What follows belongs to an exercise in optimizing a design on an open flow for small area and a short achievable clock period; a production flow would make more cautious choices.
Function was not checked in any run shown here: the RTL went through the layout flow alone.
Power is estimated from default activity; no workload was simulated.

`design/flow/design.v`:
```
`timescale 1ns / 1ps
module CPU(
input [15:0]i_datain,
input [15:0]d_datain,
input clock,
input reset,
input enable,
input start,
output [7:0]i_addr,
output [7:0]d_addr,
output [15:0]d_dataout,
output d_we
);
reg        state;           
wire       run = state;
reg  [7:0] pc;
reg  [15:0] gr [7:0];
reg  [7:0] gv;              
reg        zf, nf, cf;
reg  [4:0] d_op;            
reg  [2:0] d_rd;
reg  [15:0] d_g, d_t;       
reg  [7:0] d_sd;            
reg        d_lo_lg, d_hi_lg, d_shl, d_shr;    
reg  [4:0] e_op;            
reg  [2:0] e_rd;
reg  [15:0] e_r;            
reg  [7:0] e_sd;            
reg        e_cf;            
reg  [15:0] m_c;
reg  [7:0] m_sd;
reg        m_we, m_take, m_wen, m_halt;    
reg        m_load;
reg  [2:0] m_rd;
reg        w_halt;          
integer k;
assign i_addr    = pc;
assign d_addr    = m_c[7:0];
assign d_we      = m_we;
assign d_dataout = {m_c[15:8], m_sd};
always @(posedge clock or negedge reset)
    if (!reset)
        state <= 1'b0;
    else if (state)
        state <= enable & ~w_halt;
    else
        state <= enable & start;
wire [4:0] f_op  = i_datain[15:11];
wire [2:0] f_r1  = i_datain[10:8];
wire [7:0] f_imm = i_datain[7:0];
wire f_user1 = (f_op == 5'b10000) || (f_op == 5'b01001) || (f_op == 5'b01011)
             || (f_op[4:3] == 2'b11);
wire f_store = (f_op == 5'b00011);
wire f_jump  = (f_op == 5'b11000);
wire f_shl   = (f_op[4:1] == 4'b0010);
wire f_shift = (f_op[4:2] == 3'b001);
wire f_logic = (f_op[4:2] == 3'b011) && (f_op[1:0] != 2'b00);    
wire f_val3  = (f_op[4:1] == 4'b0001);                             
wire f_imm8  = (f_op == 5'b01001) || (f_op == 5'b01011) || (f_op[4:3] == 2'b11);
wire f_ldih  = (f_op == 5'b10000);
wire f_sub   = (f_op == 5'b01010) || (f_op == 5'b01011) || (f_op == 5'b10010)
             || (f_op == 5'b01100);
wire [2:0] f_ia = f_user1 ? f_r1 : i_datain[6:4];
wire [2:0] f_ib = f_store ? f_r1 : i_datain[2:0];
wire [7:0] sela = f_jump ? 8'd0 : (8'd1 << f_ia) & gv;    
wire [7:0] selb = (8'd1 << f_ib) & gv;
reg  [15:0] rx, ry;
always @(*) begin
    rx = 16'd0;
    ry = 16'd0;
    for (k = 0; k < 8; k = k + 1) begin
        rx = rx | (gr[k] & {16{sela[k]}});
        ry = ry | (gr[k] & {16{selb[k]}});
    end
end
reg [15:0] f_a, f_b;
always @(*) begin
    for (k = 0; k < 16; k = k + 1)
        f_a[k] = f_shl ? rx[15-k] : rx[k];
    if (f_store) f_a[15:8] = 8'd0;
    if (f_shift)
        f_b = 16'd0;                         
    else if (f_val3)
        f_b = {(f_store ? ry[15:8] : 8'd0), 4'd0, i_datain[3:0]};
    else if (f_imm8)
        f_b = {8'd0, f_imm};
    else if (f_ldih)
        f_b = {f_imm, 8'd0};
    else
        f_b = ry;
    if (f_sub) f_b = ~f_b;
end
always @(posedge clock or negedge reset)
    if (!reset) begin
        pc <= 8'd0;
        d_op <= 5'd0;
    end else if (run) begin
        pc <= m_take ? m_c[7:0] : pc + 8'd1;
        d_op <= f_op;
    end
always @(posedge clock)
    if (run) begin
        d_rd <= f_r1;
        d_g <= f_a & f_b;
        d_t <= f_a | f_b;
        d_sd <= f_store ? ry[7:0] : f_shift ? {4'd1 << i_datain[3:2], 4'd1 << i_datain[1:0]}
              : {7'd0, &ry};
        d_lo_lg <= f_logic | f_jump;
        d_hi_lg <= f_logic | f_store;
        d_shl <= f_shl;
        d_shr <= f_shift & ~f_shl;
    end
wire d_addc = (d_op == 5'b10001);
wire d_subc = (d_op == 5'b10010);
wire d_sub  = (d_op == 5'b01010) || (d_op == 5'b01011) || (d_op == 5'b01100);
wire cin = d_addc ? cf : d_subc ? ~cf : d_sub;
wire kill = d_addc & cf & d_sd[0];
wire [15:0] g = d_g;
wire [15:0] t = d_t;
reg  [15:0] gg, gt, tg, tt;
integer lv, j;
always @(*) begin
    gg = g;
    gt = t;
    for (lv = 0; lv < 4; lv = lv + 1) begin
        tg = gg;
        tt = gt;
        for (j = 0; j < 16; j = j + 1)
            if (j >= (1 << lv)) begin
                gg[j] = tg[j] | (tt[j] & tg[j - (1 << lv)]);
                gt[j] = tt[j] & tt[j - (1 << lv)];
            end
    end
end
wire [15:0] c    = {gg[14:0], 1'b0} | ({gt[14:0], 1'b1} & {16{cin}});
wire [15:0] sum  = (t ^ c) ^ g;
wire        cout = gg[15] | (gt[15] & cin);
wire l_and = (d_op[1:0] != 2'b11);        
wire l_xor = (d_op[1:0] != 2'b01);        
wire [15:0] lg = (g & {16{l_and}}) | (t & ~g & {16{l_xor}});
wire [3:0]  am_lo = d_sd[3:0];
wire [3:0]  am_hi = d_sd[7:4];
wire        fill = (d_op == 5'b00111) & t[15];    
wire [31:0] sh0 = {{16{fill}}, t};
wire [27:0] sh1 = (sh0[27:0] & {28{am_lo[0]}}) | (sh0[28:1] & {28{am_lo[1]}})
                | (sh0[29:2] & {28{am_lo[2]}}) | (sh0[30:3] & {28{am_lo[3]}});
wire [15:0] y   = (sh1[15:0] & {16{am_hi[0]}}) | (sh1[19:4] & {16{am_hi[1]}})
                | (sh1[23:8] & {16{am_hi[2]}}) | (sh1[27:12] & {16{am_hi[3]}});
reg  [15:0] yr;
always @(*)
    for (k = 0; k < 16; k = k + 1)
        yr[k] = y[15-k];
wire lo_sum = ~(d_lo_lg | d_shl | d_shr);
wire hi_sum = ~(d_hi_lg | d_shl | d_shr);
wire [7:0] res_lo = (lg[7:0] & {8{d_lo_lg}}) | (yr[7:0] & {8{d_shl}})
                  | (y[7:0] & {8{d_shr}}) | (sum[7:0] & {8{lo_sum}});
wire [7:0] res_hi = (lg[15:8] & {8{d_hi_lg}}) | (yr[15:8] & {8{d_shl}})
                  | (y[15:8] & {8{d_shr}}) | (sum[15:8] & {8{hi_sum}});
always @(posedge clock or negedge reset)
    if (!reset)
        e_op <= 5'd0;
    else if (run)
        e_op <= d_op;
always @(posedge clock)
    if (run) begin
        e_rd <= d_rd;
        e_r  <= {res_hi, res_lo};
        e_sd <= d_sd;
        e_cf <= cout & ~kill;
    end
wire e_zn = (e_op == 5'b01000) || (e_op == 5'b01001) || (e_op == 5'b10001)
          || (e_op == 5'b01010) || (e_op == 5'b01011) || (e_op == 5'b10010)
          || (e_op == 5'b01100);
wire e_c  = (e_op == 5'b01000) || (e_op == 5'b01001) || (e_op == 5'b10001);
reg cond;
always @(*)
    case (e_op[2:1])
        2'b00: cond = 1'b1;
        2'b01: cond = zf;
        2'b10: cond = nf;
        2'b11: cond = cf;
    endcase
wire e_take = (e_op[4:3] == 2'b11) && ((e_op[2:1] == 2'b00) || (cond ^ e_op[0]));
wire e_wen = (e_op == 5'b00010) || (e_op == 5'b10000) || (e_op == 5'b01000)
          || (e_op == 5'b01001) || (e_op == 5'b10001) || (e_op == 5'b01010)
          || (e_op == 5'b01011) || (e_op == 5'b10010) || (e_op == 5'b01101)
          || (e_op == 5'b01110) || (e_op == 5'b01111) || (e_op[4:2] == 3'b001);
always @(posedge clock or negedge reset)
    if (!reset) begin
        zf <= 1'b0; nf <= 1'b0; cf <= 1'b0;
        m_we <= 1'b0; m_take <= 1'b0; m_wen <= 1'b0; m_halt <= 1'b0;
    end else if (run) begin
        if (e_zn) begin
            zf <= (e_r == 16'd0);
            nf <= e_r[15];
        end
        if (e_c)
            cf <= e_cf;
        m_we <= (e_op == 5'b00011);
        m_take <= e_take;
        m_wen <= e_wen;
        m_halt <= (e_op == 5'b00001);
    end
always @(posedge clock)
    if (run) begin
        m_c <= e_r;
        m_sd <= e_sd;
        m_load <= (e_op == 5'b00010);
        m_rd <= e_rd;
    end
always @(posedge clock or negedge reset)
    if (!reset) begin
        w_halt <= 1'b0;
        gv <= 8'd0;
    end else if (run) begin
        w_halt <= m_halt;
        if (m_wen)
            gv[m_rd] <= 1'b1;
    end
always @(posedge clock)
    if (run & m_wen)
        gr[m_rd] <= m_load ? d_datain : m_c;
endmodule
```
`design/flow/flow/run.sh`:
```
#!/bin/bash
# The standard flow (standard.sh), with one change: the buffers that the
# placement step puts on every input and output port are buf_1 cells
# instead of the cell buffer_ports picks by default.
set -euo pipefail
bash standard.sh synth > synth.log 2>&1
bash standard.sh "BUFFER_PORTS_ARGS=-buffer_cell sky130_fd_sc_hd__buf_1" finish > layout.log 2>&1
```
`design/flow/standard.sh`:
```
#!/bin/bash
# synth_recipe.tcl (not shown) runs the flow's synth.tcl, then flattens the netlist and writes it again
# the make line also repeats each setting of config.mk as NAME=value (left out here)
make -C /OpenROAD-flow-scripts/flow DESIGN_CONFIG=/design/flow/config.mk WORK_HOME=/design/flow/orfs CLKGATE_MAP_FILE= SYNTH_SCRIPT=/design/flow/synth_recipe.tcl "${@:-finish}"
```
`design/flow/config.mk`:
```
export PLATFORM = sky130hd
export DESIGN_NAME = CPU
export DESIGN_NICKNAME = CPU
export VERILOG_FILES = /design/flow/design.v
export SDC_FILE = /design/flow/constraint.sdc
export NUM_CORES = 4
export LEC_CHECK = 0
export CAP_MARGIN = 20
export CORE_MARGIN = 2
export CORE_UTILIZATION = 40
export CTS_CLUSTER_DIAMETER = 80
export CTS_CLUSTER_SIZE = 20
export SETUP_SLACK_MARGIN = 1.5
export SLEW_MARGIN = 20
```
`design/flow/constraint.sdc`:
```
create_clock -name core_clock -period 3.8 [get_ports {clock}]
set_input_delay 0.7600 -clock core_clock [delete_from_list [all_inputs] [get_ports {clock}]]
set_output_delay 0.7600 -clock core_clock [all_outputs]
set_load 0.01 [all_outputs]
```
==> results of run 1 <==
## state kept, by name, indices dropped and copies added (netlist names), 5 cells and up
| name | count |
|---|---|
| d_g | 16 |
| d_op | 5 |
| d_sd | 8 |
| d_t | 16 |
| e_op | 5 |
| e_r | 16 |
| e_sd | 8 |
| gr | 128 |
| gv | 8 |
| m_c | 16 |
| m_sd | 8 |
| pc | 8 |
## path summary, 6_finish.rpt
path	start	endpoint	cells after the start
setup / recovery	gv[2]	d_sd[0]	10
hold / removal	reset	gv[0]	1
setup reg to reg	gv[2]	d_sd[0]	10
hold reg to reg	e_sd[2]	m_sd[2]	0
max in group asynchronous	reset	state	1
min in group core_clock	e_sd[2]	m_sd[2]	0
## area by class of cell
cell class / count / area [um2]
Antenna cell: 1 / 2.502
Clock buffer: 23 / 447.9
Clock inverter: 3 / 18.77
Fill cell: 3151 / 16770
Inverter: 26 / 97.59
Multi-Input combinational cell: 912 / 7716
Sequential cell: 266 / 7820
Tap cell: 461 / 576.8
Timing Repair Buffer: 285 / 2292
## worst max-delay path, delay by kind of cell (launching register included)
kind	cells	cell delay [ps]
compound gates	4	810
flops	1	580
buf+inv	2	330
simple gates	4	1140
## Yosys cell counts (all sizes together) (5+ instances only)
cell | instances | share of area
a2111oi | 8 | 0.0057
a211oi | 11 | 0.0065
a21boi | 11 | 0.0059
a21o | 12 | 0.0062
a21oi | 65 | 0.022
a221o | 6 | 0.0041
a221oi | 11 | 0.0066
a222oi | 23 | 0.016
a22o | 24 | 0.014
a22oi | 58 | 0.030
a31o | 7 | 0.0042
a31oi | 11 | 0.0047
a32oi | 14 | 0.0084
and2 | 19 | 0.0081
and3 | 16 | 0.0072
buf | 28 | 0.012
clkbuf | 69 | 0.018
dfrtp | 35 | 0.060
edfxtp | 231 | 0.48
ha | 6 | 0.0051
inv | 26 | 0.0067
mux2 | 38 | 0.029
mux2i | 15 | 0.011
nand2 | 126 | 0.033
nand2b | 19 | 0.0081
nand3 | 46 | 0.016
nand4 | 9 | 0.0039
nor2 | 42 | 0.011
nor2b | 9 | 0.0039
nor3 | 36 | 0.015
nor3b | 7 | 0.0051
nor4 | 20 | 0.011
o211ai | 6 | 0.0031
o21a | 29 | 0.015
o21ai | 65 | 0.024
o22ai | 16 | 0.0069
o31ai | 5 | 0.0029
or2 | 11 | 0.0047
or3 | 5 | 0.0021
xnor2 | 22 | 0.013
xor2 | 11 | 0.0066
## placed cells by master (no fill, tap or decap), drive strengths merged, types with 8 or more instances in the layout
cell	count
nor3	37
or2	11
a22oi	58
mux2i	15
nand2b	19
inv	27
buf	282
o22ai	16
a221oi	11
mux2	38
a21o	12
edfxtp	231
nor2	42
a22o	24
nand2	126
dfrtp	35
xor2	11
a21oi	65
a211oi	11
a32oi	14
nor3b	8
xnor2	22
nor2b	9
a31oi	11
clkbuf	26
o21ai	65
nand3	46
a222oi	23
a21boi	11
and3	16
and2	19
nor4	20
o21a	29
a2111oi	8
nand4	9
## power by group through the flow
| stage | combinational [W] | sequential [W] | clock [W] |
|---|---|---|---|
| global route | 0.00309 | 0.00400 | 0.00190 |
| floorplan | 0.00151 | 0.00381 | 0 |
| CTS | 0.00259 | 0.00395 | 0.00180 |
| detailed placement | 0.00215 | 0.00406 | 0 |
| global placement | 0.00214 | 0.00406 | 0 |
| finish | 0.00292 | 0.00396 | 0.00176 |
## kinds of logic after synthesis
| kind of cell | share of synthesized area |
|---|---|
| AOI/OAI and AO/OA | 0.2128 |
| xor gates and xnor gates | 0.01979 |
| adders and majority gates | 0.005141 |
| buffers and inverters | 0.03633 |
| DFF | 0.5350 |
| muxes | 0.04044 |
| and+or+nand+nor | 0.1505 |
## per-layer routing
layer | track usage | part of all wire
met1 | 0.3707 | 0.41
met2 | 0.4493 | 0.47
met3 | 0.03523 | 0.074
met4 | 0.1159 | 0.049
met5 | 0 | 0
## through the flow
stage,power (W),setup WS (ps),setup TNS (ps),hold WS [ps]
final,0.008644,821.7,0,368.9
after global routing,0.008994,816.5,0,428.6
after CTS,0.008335,811.8,0,409.5
after detailed placement,0.006212,-89.31,-271.1,404.5
after global placement,0.006197,-52.82,-126.8,400.9
after floorplan,0.005314,621.9,0,400.3
## what timing repair did
action                                  in CTS  in global routing
gates cloned                                 2                  0
resized for setup                          185                137
setup buffers                               71                 42
endpoints found under the setup margin      56                 57
pin swaps                                   88                102
==> out/qor.txt, run 1 <==
GRT overflow - 0
RD Place Congestion - 1.034
critical path class - reg -> reg
chip height - 195.1 um
DR vias - 12600
CTS tree - done
Post-Layout Cell Count - 1977
ys async rst share - 0.1316
Clock Power Share - 0.204
initial antenna violation count - 1
root buffer cell - clkbuf_16
# rows - 69
DRT iter0 DRCs - 1632
number of global-route vias before repair - 12000
I/O pin count - 69
largest net degree at the start of global routing - 82
Static Leak - 6.730 nW
ANT nets after route - 0
WL/cell - 27.25 um
CTS buffer count - 17
Int Pwr - 0.005660 W
crit-path max cell delay - 630 ps
DR vias/cell - 6.374
CTS Sinks - 266
Comb pwr share - 0.337
CP Max Fanout - 6
Synthesis Warnings - 1
chip width - 195.1 um
Syn Std Cell Area - 14600 um2
PortBufs - 68
NetSw - 0.002984 W
maximum clock rate - 335.8 MHz
Worst setup EP type - register
MaxCap Viol Count - 0
synthesized net count - 1341
CTS Hold Buffers Added - 0
RSZ-0062 raised after global routing - yes
Clock transition at path regs - 90 ps
Peak VDD IR - 262.3 uV
Worst EP required - 4190 ps
H-tree depth - 1
Final Hold Viols - 0
Final Cell Area - 18970 um2
Data arrival, critical path - 3360 ps
DRT Pass-1 Iters - 8
Initial Util - 0.4086
HP Class - in -> async
Final Critical Period - 2978 ps
placed instance area - 16130 um2
DP HPWL - 38680 um
Post-Synthesis Cells - 1299
Sw Ratio - 0.3452
layout net count - 1550
Max Slew Vio Count - 0
Primary FF master, synth - edfxtp_1
synthesized flop and latch total - 266
transition time of the tightest slew-check pin - 1130 ps
Cell Chain, Critical Path - nor4bb_1 > o21ai_4 > buf_12 > a21boi_0 > a2111oi_4 > buf_4 > a31oi_2 > nor4b_4 > nand4_1 > nand2_1
status - no timing/DRC/antenna violations
Final Skew - 23.12 ps
cell with the largest stage delay on the worst path - nor4bb_1
final WL - 53870 um
synthesis-to-layout area growth - 29.92%
placed cell count - 1835
Seq/Total Area, Yosys - 0.5350
clock tree buffer depth - 3
Yosys cell types - 101
drc violations - 0
final setup fails - 0
Post-synth EDFFs - 231
Mean Syn Cell Area - 11.24 um2
die area - 38050 um2
Rel. slew slack - 0.2396
setup slack, reg-to-reg - 820 ps
layout cells sized above 1 - 0.3393
core area - 35740 um2
worst skew pair latency - 510 ps
GRT Overall Usage - 0.2752
Critical Path Source Type - register
pwr dens - 455.6 nW/um2
fin util - 0.5308
register share of total power - 0.458
first-pass GRT wire length - 78420 um
fin crit share - 0.7838
==> run 2: changes to the inputs <==
--- a/design/flow/config.mk
+++ b/design/flow/config.mk
@@ -12,3 +12,3 @@
 export CTS_CLUSTER_SIZE = 20
-export SETUP_SLACK_MARGIN = 1.5
+export SETUP_SLACK_MARGIN = 1.3
 export SLEW_MARGIN = 20
==> run 2 against run 1 <==
Compared with the run above:
- count of clock-buffer cells in the layout is 4 higher
- design area is 2.5% lower
- sequential cell count stayed put
- still clean on timing, DRC and antenna
- highest routed layer unchanged
- final cell count is 1.1% lower
==> out/qor.txt, run 2 <==
status - no timing/DRC/antenna violations
met1 usage - 0.3635
Synthesis Warnings - 1
Final Hold Viols - 0
CTS Hold Buffers Added - 0
final WL - 53290 um
Critical Path Source Type - input pin
DP Worst Slack - -113.4 ps
top cells by area, synth - edfxtp_1 (48%), dfrtp_1 (6.0%), nand2_1 (3.2%)
H-tree depth - 1
CP most frequent cell - buf_6
DP HPWL - 38160 um
commonest cells after routing, fill and taps aside - edfxtp_1 (231), buf_4 (138), nand2_1 (120), buf_1 (60), a21oi_1 (54)
I/O pin count - 69
max FFs per register - 128
RD Place Congestion - 0.9986
drc violations - 0
top cell type by total area after synthesis - edfxtp_1
ANT nets after route - 0
DR vias - 12520
GRT Overall Usage - 0.2729
Syn Std Cell Area - 14600 um2
Worst EP required - 4070 ps
cell with the largest stage delay on the worst path - or4b_4
core area - 35740 um2
Post-Layout Cell Count - 1956
multiplexer area fraction after synthesis - 0.04044
met2 Use GR - 0.4443
ys async rst share - 0.1316
Post-Synth Adder-Cell Area - 0.005141
GRT overflow - 0
most common cell after layout, fill and taps aside - edfxtp_1
Most Used Layer, Global Route - met2
fin util - 0.5178
synthesis-to-layout area growth - 26.73%
crit-path max cell delay - 530 ps
Peak VDD IR - 308.6 uV
WL/cell - 27.24 um
Max Slew Vio Count - 0
largest family of logic cells by synthesized area - compound AO/OA/AOI/OAI gates
die area - 38050 um2
final worst setup slack - 875.8 ps
CP Max Fanout - 5
setup slack, reg-to-reg - 930 ps
DRT Pass-1 Iters - 9
placed instance area - 15970 um2
Final Critical Period - 2924 ps
worst path bufs/invs - 4
Post-synth EDFFs - 231
share of the synthesized area in the top cell type - 0.4750
pwr dens - 465.2 nW/um2
Mean Syn Cell Area - 11.24 um2
number of global-route vias before repair - 11810
final setup fails - 0
Cell Chain, Critical Path - buf_8 > or4b_4 > and4_4 > o21ai_4 > buf_6 > buf_6 > nor2b_4 > a22o_1 > nor4_4 > mux2i_1 > buf_4 > or2_1
register area - 7823 um2
# fillers - 3130
chip width - 195.1 um
DR vias/cell - 6.400
layout net count - 1524
post-synthesis simple-gate area fraction - 0.1505
RSZ-0062 raised after global routing - yes
maximum clock rate - 342.0 MHz
HP Class - in -> async
first-pass GRT wire length - 77690 um
Biggest register - gr
DRT iter0 DRCs - 1417
post-synthesis compound-gate area fraction - 0.2127
worst skew pair latency - 520 ps
area of the multi-input gates - 7386 um2
final setup TNS - 0 ps
largest net degree at the start of global routing - 58
synthesized net count - 1341
CTS buffer count - 18
critical path class - in -> reg
Primary FF master, synth - edfxtp_1
Clock transition at path regs - 80 ps
Synth top cells by count - edfxtp_1 (231), nand2_1 (124), clkbuf_1 (69)
Initial Util - 0.4086
most frequent cell after synthesis - edfxtp_1
transition time of the tightest slew-check pin - 983.3 ps
fin crit share - 0.7695
# rows - 69
root buffer cell - clkbuf_16
MaxCap Viol Count - 0
XOR/XNOR Fraction of Synth Area - 0.01979
Crit path max-delay family - simple AND/OR/NAND/NOR gates
synthesized flop and latch total - 266
initial antenna violation count - 1
Worst setup EP type - register
met3 Track Usage GR - 0.03955
layout cells sized above 1 - 0.2999
Static Leak - 6.540 nW
Yosys cell types - 101
Data arrival, critical path - 3200 ps
CTS Sinks - 266
CTS tree - done
Rel. slew slack - 0.3384
Post-Synthesis Cells - 1299
Final Cell Area - 18510 um2
clock tree buffer depth - 3
PortBufs - 68
chip height - 195.1 um
Seq/Total Area, Yosys - 0.5350
placed cell count - 1822
Final Skew - 14.66 ps
## run 2: cell counts after synthesis
No cell type changed its count.
## run 2: layout make-up
cell class              instances  area share
diodes                          1   0.0001352
clock buffers                  27     0.02731
clock inverters                 5    0.002163
inverters                      26    0.005273
multi-input cells             914      0.3991
flip-flops and latches        266      0.4227
well taps                     461     0.03117
repair buffers                256      0.1122
## run 2: layer usage
layer	part of all wire	up-vias	wire, um
met5	0	-	0
met4	0.056	0	2970
met3	0.070	179	3738
met2	0.46	681	24620
met1	0.41	6167	21960
li1	-	5491	-
## run 2: worst paths after layout
kind                            depth (start not counted)       to          from
min in group core_clock                                 0  m_sd[4]       e_sd[4]
max in group asynchronous                               1    state         reset
worst max-delay path                                   12   d_t[0]  i_datain[12]
worst min-delay path                                    1    gv[0]         reset
worst min register to register                          0  m_sd[4]       e_sd[4]
worst max register to register                          9   d_t[5]         gv[2]
## run 2: cells by family (layout without fill, tap and decap cells)
logic type	after synthesis	after routing
flip-flops	266	266
multiplexers	53	53
buffers and inverters	123	314
other	0	1
AO/OA/AOI/OAI	422	422
XOR/XNOR	33	33
AND/OR/NAND/NOR	396	400
adder cells (fa/ha/maj)	6	6
## run 2: through the flow
stage | total power (W) | hold WS, ps
after floorplan | 0.005302 | 400.3
after CTS | 0.008402 | 380.1
after detailed placement | 0.006180 | 404.5
after global placement | 0.006162 | 401.1
final | 0.008609 | 360.9
after global routing | 0.008954 | 428.5
## run 2: timing repair
| action | 4_1_cts | 5_1_grt |
|---|---|---|
| endpoints found under the setup margin | 80 | 56 |
| gates resized for setup | 172 | 71 |
| pin swaps | 60 | 39 |
| buffers inserted | 62 | 34 |
| cloned | 4 | 1 |
## run 2: where the power goes
group	leakage, nW	internal (W)	switching, W
Clock	0.269	0.000945	0.000976
Sequential	2.56	0.00354	0.000455
Combinational	3.71	0.00118	0.00152
## run 2: worst reg2reg max path: cells and delay by family, from the launching register on
family	cells	cell delay [ps]
compound gates	5	810
flops	1	590
buf+inv	1	190
simple gates	3	1040

[static timing again, ports no longer ideal]
Ports are ideal in the flow. The routed layouts listed here were re-timed in OpenROAD.
Step 1: set_driving_cell puts a clkbuf_16 on clock and a buf_2 on each other input, an assumption about the parent block.
Step 2 moves the port delays by t, midway between the first and last clock arrival at a register: inputs arrive t later, outputs are due t later. That takes back most of the time a late clock gives input paths.
Three values: ideal, step 1, step 2; two values: the first two.
| run | t (ns) | slack for setup (ns) | hold slack, ns | latest minus earliest clock arrival (ns) | pins driven straight from the clock port |
|---|---|---|---|---|---|
| run 1 | 0.550 | 0.822 / 0.822 / 0.302 | 0.369 / 0.339 / 0.411 | 0.024 / 0.023 | 1 |
| run 2 | 0.561 | 0.876 / 0.885 / 0.323 | 0.361 / 0.330 / 0.421 | 0.015 / 0.015 | 1 |
After both steps setup and hold are still met in every run listed. For run 2, which loses most, drivers alone change the setup slack by +0.009 ns; drivers and shift together by -0.553 ns.
